What follows belongs to an exercise in optimizing a design on an open flow for a short achievable clock period and few clock cycles; a production flow would make more cautious choices. Function was checked by simulation only, so behaviour that the tests miss may differ from the original.

==> build 88: inputs <==
## CHIP
module CHIP(clk,
            rst_n,
            mem_wen_D,
            mem_addr_D,
            mem_wdata_D,
            mem_rdata_D,
            mem_addr_I,
            mem_rdata_I
    );
clock: 10.5 ns
lec_check: 0
cap_margin: 20
core_margin: 2
core_utilization: 40
slew_margin: 20
synth_hierarchical: 1
standard.sh (not shown) runs the stock make flow with config.mk's settings and CLKGATE_MAP_FILE= SYNTH_SCRIPT=/design/flow/synth_recipe.tcl, a recipe that flattens the netlist after the stock synthesis.
==> flow/flow/run.sh <==
#!/bin/bash
# Standard ORFS layout, with timing repair aimed below the clock period:
# repair_timing keeps working until the setup slack reaches the margin.
set -euo pipefail
MARGIN=${MARGIN:-7.5}
bash standard.sh SETUP_SLACK_MARGIN=$MARGIN finish > flow_standard.log 2>&1
==> trial 74: changes against build 88 <==
--- a/flow/design.v
+++ b/flow/design.v
@@ -84,21 +84,17 @@
     assign mem_wen_D   = st_m;
     wire [31:0] in_f   = bswap(mem_rdata_I);
     wire        f_jal  = in_f[6:0] == 7'b1101111;
     wire        f_beq  = in_f[6:0] == 7'b1100011;
     wire        f_jalr = in_f[6:0] == 7'b1100111;
     wire        f_btk  = f_beq & (in_f[31] | (in_f[19:15] == in_f[24:20]));
     wire        s_f   = in_f[31];
-    wire [11:0] lj_s, lb_s;
-    wire [12:0] lo_jx, lo_bx, lo_ix;
-    add11 u_addj (.a(pc_f[11:1]), .b({in_f[20], in_f[30:21]}), .s(lj_s));
-    add11 u_addb (.a(pc_f[11:1]), .b({in_f[7], in_f[30:25], in_f[11:8]}), .s(lb_s));
-    add12 u_addi (.a(ll_f[11:0]), .b(in_f[31:20]), .s(lo_ix));
-    assign lo_jx = {lj_s, pc_f[0]};
-    assign lo_bx = {lb_s, pc_f[0]};
+    wire [32:0] lo_jx = ks_add({20'd0, pc_f[11:0]}, {20'd0, in_f[20], in_f[30:21], 1'b0}, 1'b0);
+    wire [32:0] lo_bx = ks_add({20'd0, pc_f[11:0]}, {20'd0, in_f[7], in_f[30:25], in_f[11:8], 1'b0}, 1'b0);
+    wire [32:0] lo_ix = ks_add({20'd0, ll_f[11:0]}, {20'd0, in_f[31:20]}, 1'b0);
     wire        ok_j  = (in_f[19:12] == {8{s_f}}) & (s_f == lo_jx[12]);
     wire        ok_b  = s_f == lo_bx[12];
     wire [31:0] tj_f = {pc_f[31:12], lo_jx[11:0]};
     wire [31:0] tb_f = {pc_f[31:12], lo_bx[11:0]};
     wire [31:0] tr_f = {ll_f[31:12], lo_ix[11:0]};
     wire        pok_f = f_jal ? ok_j : f_btk ? ok_b : 1'b1;
     wire [32:0] seq_x  = ks_add(pc_f, 32'd4, 1'b0);
@@ -225,49 +221,7 @@
         res_m   <= alu;
         addr_m  <= addr;
         wdata_m <= bswap(b_e);
         rd_m    <= rd_e;
         if (wen_m) rf[rd_m] <= wb_m;
     end
 endmodule
-module add11(input [10:0] a, input [10:0] b, output [11:0] s);
-    wire [10:0] g = a & b;
-    wire [10:0] p = a ^ b;
-    reg  [10:0] gg, pp, gn, pn;
-    integer k, d;
-    always @(*) begin
-        gg = g;
-        pp = p;
-        for (d = 1; d < 11; d = d * 2) begin
-            gn = gg;
-            pn = pp;
-            for (k = d; k < 11; k = k + 1) begin
-                gn[k] = gg[k] | (pp[k] & gg[k-d]);
-                pn[k] = pp[k] & pp[k-d];
-            end
-            gg = gn;
-            pp = pn;
-        end
-    end
-    assign s = {gg[10], p ^ {gg[9:0], 1'b0}};
-endmodule
-module add12(input [11:0] a, input [11:0] b, output [12:0] s);
-    wire [11:0] g = a & b;
-    wire [11:0] p = a ^ b;
-    reg  [11:0] gg, pp, gn, pn;
-    integer k, d;
-    always @(*) begin
-        gg = g;
-        pp = p;
-        for (d = 1; d < 12; d = d * 2) begin
-            gn = gg;
-            pn = pp;
-            for (k = d; k < 12; k = k + 1) begin
-                gn[k] = gg[k] | (pp[k] & gg[k-d]);
-                pn[k] = pp[k] & pp[k-d];
-            end
-            gg = gn;
-            pp = pn;
-        end
-    end
-    assign s = {gg[11], p ^ {gg[10:0], 1'b0}};
-endmodule
==> flow/flow/run.sh (replaced) <==
#!/bin/bash
# Standard ORFS layout, with timing repair aimed below the clock period:
# repair_timing keeps working until the setup slack reaches the margin.
set -euo pipefail
MARGIN=${MARGIN:-7.0}
bash standard.sh SETUP_SLACK_MARGIN=$MARGIN finish > flow_standard.log 2>&1
- SYNTH_HIERARCHICAL: 1 -> unset
==> build 21: changes against build 88 <==
==> flow/design.v (replaced) <==
module CHIP(clk,
            rst_n,
            mem_wen_D,
            mem_addr_D,
            mem_wdata_D,
            mem_rdata_D,
            mem_addr_I,
            mem_rdata_I
    );
    input         clk, rst_n ;
    output        mem_wen_D  ;
    output [31:0] mem_addr_D ;
    output [31:0] mem_wdata_D;
    input  [31:0] mem_rdata_D;
    output [31:0] mem_addr_I ;
    input  [31:0] mem_rdata_I;
    function [31:0] bswap(input [31:0] v);
        bswap = {v[7:0], v[15:8], v[23:16], v[31:24]};
    endfunction
    function [32:0] ks_add(input [31:0] a, input [31:0] b, input cin);
        reg [31:0] g, p, gg, pp, gn, pn;
        integer k, d;
        begin
            g = a & b;
            p = a ^ b;
            gg = g;
            gg[0] = g[0] | (p[0] & cin);
            pp = p;
            for (d = 1; d < 32; d = d * 2) begin
                gn = gg;
                pn = pp;
                for (k = d; k < 32; k = k + 1) begin
                    gn[k] = gg[k] | (pp[k] & gg[k-d]);
                    pn[k] = pp[k] & pp[k-d];
                end
                gg = gn;
                pp = pn;
            end
            ks_add = {gg[31], p ^ {gg[30:0], cin}};
        end
    endfunction
    reg  [31:0] pc_f;
    reg  [31:0] ll_f;             
    reg  [31:0] ir_d;
    reg  [31:0] pc_d;
    reg         v_d, pt_d, pok_d;
    reg  [31:0] a_e, b_e, imm_e, link_e, tgt_e, chk_e;
    reg         v_e;
    reg         s_add_e, s_sub_e, s_and_e, s_or_e, s_slt_e, s_link_e;
    reg         is_lw_e, is_sw_e, is_beq_e, is_jalr_e, pt_e;
    reg         wen_e;
    reg  [4:0]  rd_e;
    reg  [31:0] res_m, addr_m, wdata_m;
    reg         st_m, lw_m, wen_m;
    reg  [4:0]  rd_m;
    reg  [31:0] rf [1:31];
    reg  [31:0] rf_v;
    wire [31:0] ld_m = bswap(mem_rdata_D);
    wire [31:0] wb_m = lw_m ? ld_m : res_m;
    assign mem_addr_I  = pc_f;
    assign mem_addr_D  = addr_m;
    assign mem_wdata_D = wdata_m;
    assign mem_wen_D   = st_m;
    wire [31:0] in_f   = bswap(mem_rdata_I);
    wire        f_jal  = in_f[6:0] == 7'b1101111;
    wire        f_beq  = in_f[6:0] == 7'b1100011;
    wire        f_jalr = in_f[6:0] == 7'b1100111;
    wire        f_btk  = f_beq & (in_f[31] | (in_f[19:15] == in_f[24:20]));
    wire        s_f   = in_f[31];
    wire [32:0] lo_jx = ks_add({20'd0, pc_f[11:0]}, {20'd0, in_f[20], in_f[30:21], 1'b0}, 1'b0);
    wire [32:0] lo_bx = ks_add({20'd0, pc_f[11:0]}, {20'd0, in_f[7], in_f[30:25], in_f[11:8], 1'b0}, 1'b0);
    wire [32:0] lo_ix = ks_add({20'd0, ll_f[11:0]}, {20'd0, in_f[31:20]}, 1'b0);
    wire        ok_j  = (in_f[19:12] == {8{s_f}}) & (s_f == lo_jx[12]);
    wire        ok_b  = s_f == lo_bx[12];
    wire [31:0] tj_f = {pc_f[31:12], lo_jx[11:0]};
    wire [31:0] tb_f = {pc_f[31:12], lo_bx[11:0]};
    wire [31:0] tr_f = {ll_f[31:12], lo_ix[11:0]};
    wire        pok_f = f_jal ? ok_j : f_btk ? ok_b : 1'b1;
    wire [32:0] seq_x  = ks_add(pc_f, 32'd4, 1'b0);
    wire [31:0] seq_f  = seq_x[31:0];
    wire [31:0] pred_f = f_jal  ? tj_f :
                         f_btk  ? tb_f :
                         f_jalr ? tr_f : seq_f;
    wire [6:0] op_d  = ir_d[6:0];
    wire [4:0] rd_d  = ir_d[11:7];
    wire [4:0] rs1_d = ir_d[19:15];
    wire [4:0] rs2_d = ir_d[24:20];
    wire d_alu  = v_d & (op_d == 7'b0110011);
    wire d_lw   = v_d & (op_d == 7'b0000011);
    wire d_sw   = v_d & (op_d == 7'b0100011);
    wire d_beq  = v_d & (op_d == 7'b1100011);
    wire d_jal  = v_d & (op_d == 7'b1101111);
    wire d_jalr = v_d & (op_d == 7'b1100111);
    wire use1_d = d_alu | d_lw | d_sw | d_beq | d_jalr;
    wire use2_d = d_alu | d_sw | d_beq;
    wire wr_d   = (d_alu | d_lw | d_jal | d_jalr) & (rd_d != 5'd0);
    wire [31:0] imm_i = {{21{ir_d[31]}}, ir_d[30:20]};
    wire [31:0] imm_s = {{21{ir_d[31]}}, ir_d[30:25], ir_d[11:7]};
    wire [31:0] imm_b = {{20{ir_d[31]}}, ir_d[7], ir_d[30:25], ir_d[11:8], 1'b0};
    wire [31:0] rf1 = (rs1_d != 5'd0 && rf_v[rs1_d]) ? rf[rs1_d] : 32'd0;
    wire [31:0] rf2 = (rs2_d != 5'd0 && rf_v[rs2_d]) ? rf[rs2_d] : 32'd0;
    wire [32:0] link_x = ks_add(pc_d, 32'd4, 1'b0);
    wire [32:0] tgt_x  = ks_add(pc_d, imm_b, 1'b0);
    wire [32:0] chk_x  = ks_add(pc_f, ~imm_i, 1'b1);
    wire [31:0] imm_j  = {{12{ir_d[31]}}, ir_d[19:12], ir_d[20], ir_d[30:21], 1'b0};
    wire [32:0] tgj_x  = ks_add(pc_d, imm_j, 1'b0);
    wire ex_wr  = v_e & wen_e;
    wire hit1_m = wen_m & (rd_m == rs1_d);
    wire hit2_m = wen_m & (rd_m == rs2_d);
    wire hit1_e = ex_wr & (rd_e == rs1_d);
    wire hit2_e = ex_wr & (rd_e == rs2_d);
    wire stall = v_e & is_lw_e & ((hit1_e & use1_d) | (hit2_e & use2_d));
    wire        dep0_d  = ((rs2_d == 5'd0) & (rs1_d == rd_e)) | ((rs1_d == 5'd0) & (rs2_d == rd_e));
    wire        zsub_d  = d_beq & !pt_d & ex_wr & s_sub_e & dep0_d;
    wire        ztk_d   = zsub_d & eq;
    wire        redir_d = ((v_d & !pok_d) | ztk_d) & !stall & !redir_e;
    wire [31:0] tgt_d   = d_jal ? tgj_x[31:0] : tgt_x[31:0];
    wire [32:0] sum_x  = ks_add(a_e, b_e, 1'b0);
    wire [32:0] diff_x = ks_add(a_e, ~b_e, 1'b1);
    wire [32:0] addr_x = ks_add(a_e, imm_e, 1'b0);
    wire [31:0] sum  = sum_x[31:0];
    wire [31:0] diff = diff_x[31:0];
    wire [31:0] addr = addr_x[31:0];
    wire        lt   = (a_e[31] ^ b_e[31]) ? a_e[31] : diff[31];
    wire        eq   = a_e == b_e;
    wire [31:0] alu = ({32{s_add_e}}  & sum)
                    | ({32{s_sub_e}}  & diff)
                    | ({32{s_and_e}}  & (a_e & b_e))
                    | ({32{s_or_e}}   & (a_e | b_e))
                    | ({32{s_slt_e}}  & {31'd0, lt})
                    | ({32{s_link_e}} & link_e);
    wire br_miss   = is_beq_e & (eq != pt_e);
    wire jalr_miss = is_jalr_e & (a_e != chk_e);
    wire redir_e   = v_e & (br_miss | jalr_miss);
    wire [31:0] tgx_e = is_jalr_e ? addr : eq ? tgt_e : link_e;
    integer j;
    wire        early_f = redir_e | redir_d | stall;
    wire [31:0] early_v = redir_e ? tgx_e : redir_d ? tgt_d : pc_f;
    always @(posedge clk) begin
        if (!rst_n) begin
            pc_f <= 32'd0;
            ll_f <= 32'd0;
            v_d  <= 1'b0;
            v_e  <= 1'b0;
            st_m <= 1'b0;
            lw_m <= 1'b0;
            wen_m <= 1'b0;
            rf_v <= 32'd0;
        end else begin
            pc_f <= early_f ? early_v : pred_f;
            if (f_jal && in_f[11:7] != 5'd0) ll_f <= seq_f;
            if (redir_e | redir_d) v_d <= 1'b0;
            else if (!stall)       v_d <= 1'b1;
            v_e   <= !(redir_e | stall);
            st_m  <= v_e & is_sw_e;
            lw_m  <= v_e & is_lw_e;
            wen_m <= v_e & wen_e;
            for (j = 1; j < 32; j = j + 1)
                if (wen_m && rd_m == j) rf_v[j] <= 1'b1;
        end
    end
    always @(posedge clk) begin
        if (!stall) begin
            ir_d <= in_f;
            pc_d <= pc_f;
            pt_d <= f_btk;
            pok_d <= pok_f;
        end
        a_e    <= hit1_e ? alu : hit1_m ? wb_m : rf1;
        b_e    <= hit2_e ? alu : hit2_m ? wb_m : rf2;
        imm_e  <= d_sw ? imm_s : imm_i;
        link_e <= link_x[31:0];
        tgt_e  <= tgt_x[31:0];
        chk_e  <= chk_x[31:0];
        pt_e   <= pt_d | ztk_d;
        rd_e   <= rd_d;
        s_add_e   <= d_alu & (ir_d[14:12] == 3'b000) & !ir_d[30];
        s_sub_e   <= d_alu & (ir_d[14:12] == 3'b000) & ir_d[30];
        s_and_e   <= d_alu & (ir_d[14:12] == 3'b111);
        s_or_e    <= d_alu & (ir_d[14:12] == 3'b110);
        s_slt_e   <= d_alu & (ir_d[14:12] == 3'b010);
        s_link_e  <= d_jal | d_jalr;
        is_lw_e   <= d_lw;
        is_sw_e   <= d_sw;
        is_beq_e  <= d_beq;
        is_jalr_e <= d_jalr;
        wen_e     <= wr_d;
        res_m   <= alu;
        addr_m  <= addr;
        wdata_m <= bswap(b_e);
        rd_m    <= rd_e;
        if (wen_m) rf[rd_m] <= wb_m;
    end
endmodule
- CORE_UTILIZATION: 40 -> 55
- SYNTH_HIERARCHICAL: 1 -> unset
==> summary of the runs <==
Of build 21 and build 88, build 21 has the higher sequential share of layout area (gap 0.79 points).
Between build 21 and trial 74, the lower critical path depth is in trial 74 (gap 9).
Between build 88 and trial 74, the lower global-route usage is in trial 74 (gap 2.4 points).
The lowest synthesized area belongs to build 21, the highest to build 88.
Against build 21, the non-clock buffer count of trial 74 is lower by 244.
Testbench counts of build 88, summed over its fixed seeds: cycles 88,243.
Testbench counts of trial 74, summed over its fixed seeds: cycles 88,243.
Testbench counts of build 21, summed over its fixed seeds: cycles 88,243.

==> separate check: timing with driven ports <==
The results above use ideal ports. As a check the final layouts listed here were re-extracted and re-timed, cells and wires unchanged. Step 1: set_driving_cell puts a clkbuf_16 on clk and a buf_2 on each other input, an assumption about the parent block. Step 2 times the ports against the registers' clock, not the clock port: input delays grow and output delays shrink by t, the midpoint of the rising clock arrivals with the driver on. Slacks: ideal ports / drivers / drivers and shift; pairs: ideal ports / drivers.
run | shift t [ns] | setup slack, ns | hold slack, ns | cell pins on the clock port's net
build 88 | 0.933 | 7.013 / 6.921 / 6.297 | 0.394 / 0.394 / 0.394 | 1
trial 74 | 0.897 | 6.824 / 6.876 / 5.979 | 0.393 / 0.393 / 0.393 | 1
build 21 | 0.879 | 6.802 / 6.802 / 6.037 | 0.362 / 0.362 / 0.362 | 1
After both steps every run listed still meets setup and hold. The setup slack of trial 74, which loses most, moves by +0.052 ns with the drivers and by -0.845 ns with both steps.
